Background: an optimization exercise with open tools, aiming at small area. Do not read the settings as production practice. At most, simulation tests tie the RTL to the original design; equivalence was not proved. The flow treats the clock pin as an ideal source. Dropping or thinning the clock tree relies on that and would not hold on a real chip. Power figures rest on the tool's default switching activity, not on a simulated workload.

## cedar
Design servo_driver, start of the top module:
module servo_driver(
clk,
rst,
pulse_request,
pwm_out,
rdy_in,
akn_in_out,
addr,
tap
);
For scale: about 410 cells after synthesis, ~29 I/O pins, ~0.0026 mm² of cells after synthesis.
==> module bit_scaler, before the edit <==
module bit_scaler(
d,
y
);
input      [7:0]d;
output    [16:0]y;
wire     [351:0]ta = {22'd3037162, 22'd2948813, 22'd2860482, 22'd2772133, 22'd2683784, 22'd2595435, 22'd2507105, 22'd2418755, 22'd2330406, 22'd2242057, 22'd2153708, 22'd2065377, 22'd1977028, 22'd1888679, 22'd1800330, 22'd1712000};
wire     [351:0]tb = {22'd82838, 22'd77308, 22'd71796, 22'd66267, 22'd60755, 22'd55225, 22'd49695, 22'd44184, 22'd38654, 22'd33143, 22'd27613, 22'd22101, 22'd16572, 22'd11060, 22'd5530, 22'd0};
wire      [21:0]a = ta[d[7:4]*22 +: 22];
wire      [21:0]b = tb[d[3:0]*22 +: 22];
wire      [22:0]c;
wire      [21:0]s;
assign c[0] = 1'b0;
genvar i;
generate for (i = 0; i < 22; i = i + 1) begin : rc
  assign s[i]   = a[i] ^ b[i] ^ c[i];
  assign c[i+1] = (a[i] & b[i]) | (c[i] & (a[i] ^ b[i]));
end endgenerate
assign y = s[21:5];
endmodule
export LEC_CHECK = 0
export CAP_MARGIN = 20
export CORE_MARGIN = 2
export CORE_UTILIZATION = 40
export SLEW_MARGIN = 20
create_clock -name core_clock -period 25.0 [get_ports {clk}]
standard.sh (not shown) runs the stock make flow with config.mk's settings and CLKGATE_MAP_FILE= SYNTH_SCRIPT=/design/flow/synth_recipe.tcl, a recipe that flattens the netlist after the stock synthesis.
==> flow/flow/run.sh <==
#!/bin/bash
# Layout flow: the standard synthesis, then the combinational logic of its
# netlist is mapped again for area (the registers are kept as they are), then
# the standard ORFS flow from floorplan to finish.
set -euo pipefail
WORK=$(pwd)
FLOW=$WORK/flow
R=$WORK/orfs/results/$FLOW_PLATFORM/servo_driver/base

bash standard.sh synth > $WORK/std_synth.log 2>&1

cp $R/1_2_yosys.v $WORK/std_netlist.v
bash $FLOW/resynth.sh $WORK/std_netlist.v $WORK/resynth.v > $WORK/resynth.log 2>&1

cp $WORK/resynth.v $R/1_2_yosys.v
touch $R/1_2_yosys.v $R/1_2_yosys.sdc
rm -f $R/1_synth.odb $R/1_synth.sdc

bash standard.sh \
  "BUFFER_PORTS_ARGS=-buffer_cell sky130_fd_sc_hd__buf_1" \
  "PRE_CTS_TCL=$FLOW/clock_leaves.tcl" \
  finish > $WORK/std_finish.log 2>&1
Other scripts of this flow, unchanged in this note and not shown: flow/flow/abc_p1_a.script, flow/flow/abc_p1_b.script, flow/flow/abc_p1_ds1.script, flow/flow/abc_p1_ds2.script, flow/flow/abc_p1_ds3.script, flow/flow/abc_p1_ds4.script, flow/flow/abc_p2_ds5.script, flow/flow/abc_p2_ds6.script, flow/flow/abc_p2_ds7.script, flow/flow/abc_p2_ds8.script, flow/flow/abc_p3_ds10.script, flow/flow/abc_p3_ds11.script, flow/flow/abc_p3_ds12.script, flow/flow/abc_p3_ds9.script, flow/flow/clock_leaves.tcl, flow/flow/resynth.sh
cedar finished every step from synthesis to the final layout, and the layout passed the timing, DRC and antenna checks.
--- input diff cedar..oak ---
--- a/flow/design.v
+++ b/flow/design.v
@@ -5,17 +5,17 @@
 input      [7:0]d;
 output    [16:0]y;
-wire     [351:0]ta = {22'd3037162, 22'd2948813, 22'd2860482, 22'd2772133, 22'd2683784, 22'd2595435, 22'd2507105, 22'd2418755, 22'd2330406, 22'd2242057, 22'd2153708, 22'd2065377, 22'd1977028, 22'd1888679, 22'd1800330, 22'd1712000};
-wire     [351:0]tb = {22'd82838, 22'd77308, 22'd71796, 22'd66267, 22'd60755, 22'd55225, 22'd49695, 22'd44184, 22'd38654, 22'd33143, 22'd27613, 22'd22101, 22'd16572, 22'd11060, 22'd5530, 22'd0};
-wire      [21:0]a = ta[d[7:4]*22 +: 22];
-wire      [21:0]b = tb[d[3:0]*22 +: 22];
-wire      [22:0]c;
-wire      [21:0]s;
+wire     [335:0]ta = {21'd662586, 21'd618413, 21'd574242, 21'd530069, 21'd485896, 21'd441723, 21'd397553, 21'd353379, 21'd309206, 21'd265033, 21'd220860, 21'd176689, 21'd132516, 21'd88343, 21'd44170, 21'd0};
+wire     [335:0]tb = {21'd897414, 21'd894652, 21'd891892, 21'd889131, 21'd886371, 21'd883609, 21'd880847, 21'd878088, 21'd875326, 21'd872567, 21'd869805, 21'd867045, 21'd864284, 21'd861524, 21'd858762, 21'd856000};
+wire      [20:0]a = ta[d[7:4]*21 +: 21];
+wire      [20:0]b = tb[d[3:0]*21 +: 21];
+wire      [21:0]c;
+wire      [20:0]s;
 assign c[0] = 1'b0;
 genvar i;
-generate for (i = 0; i < 22; i = i + 1) begin : rc
+generate for (i = 0; i < 21; i = i + 1) begin : rc
   assign s[i]   = a[i] ^ b[i] ^ c[i];
   assign c[i+1] = (a[i] & b[i]) | (c[i] & (a[i] ^ b[i]));
 end endgenerate
-assign y = s[21:5];
+assign y = s[20:4];
 endmodule
 module pwm_signal(
--- outcome ---
In oak the hold slack turned out 0.022 ns lower than in cedar.
The core utilization number comes out higher for cedar vs oak.
Area overhead of the layout relative to synthesis | oak below cedar
Re fraction of power consumed by the clock network: oak and cedar aren't equal, and the higher value belongs to oak.
oak against cedar: final period utilization moved down, synthesized cell count went down by 5.7%, power has decreased, register-to-register setup slack rose by 0.48 ns.
cedar vs oak, origin of the worst setup path: PWM1.pos[1]$_SDFFE_PP0P_ vs PWM1.pos[5]$_SDFFE_PP0P_
Going from cedar to oak, the post-placement worst setup slack was found to have gone up by 0.38 ns.
Looking only at net total in the final layout, and setting everything else aside, the lower value of oak and cedar goes to oak.
Function not checked in cedar: the RTL went through the layout flow alone. In every run of this note, the design's own scripts or RTL, not TritonCTS, make the clock network.

## separate check: timing with driven ports
How much do the figures lean on ideal ports? The routed layouts below were timed once more, with nothing changed but the port constraints. Step 1: set_driving_cell puts a clkbuf_16 on clk and a buf_2 on each other input, an assumption about the parent block. Step 2 adds t to the input delays and takes it off the output delays; t is the mean of the earliest and latest rising clock arrival at the registers after step 1. Input paths then give back, and output paths get back, about the clock's delay inside the block. Three values: ideal, step 1, step 2; two values: the first two.
| run | shift t [ns] | slack for setup (ns) | worst register clock-pin slew, ns | worst data-port slew with drivers (ns) | cell pins on the clock port's net |
|---|---|---|---|---|---|
| cedar | 0.200 | 15.429 / 15.370 / 15.569 | 0.09 / 0.09 | 0.03 | 4 |
| oak | 0.202 | 15.823 / 15.776 / 15.977 | 0.11 / 0.11 | 0.03 | 3 |
After both steps every run listed still meets setup and hold.
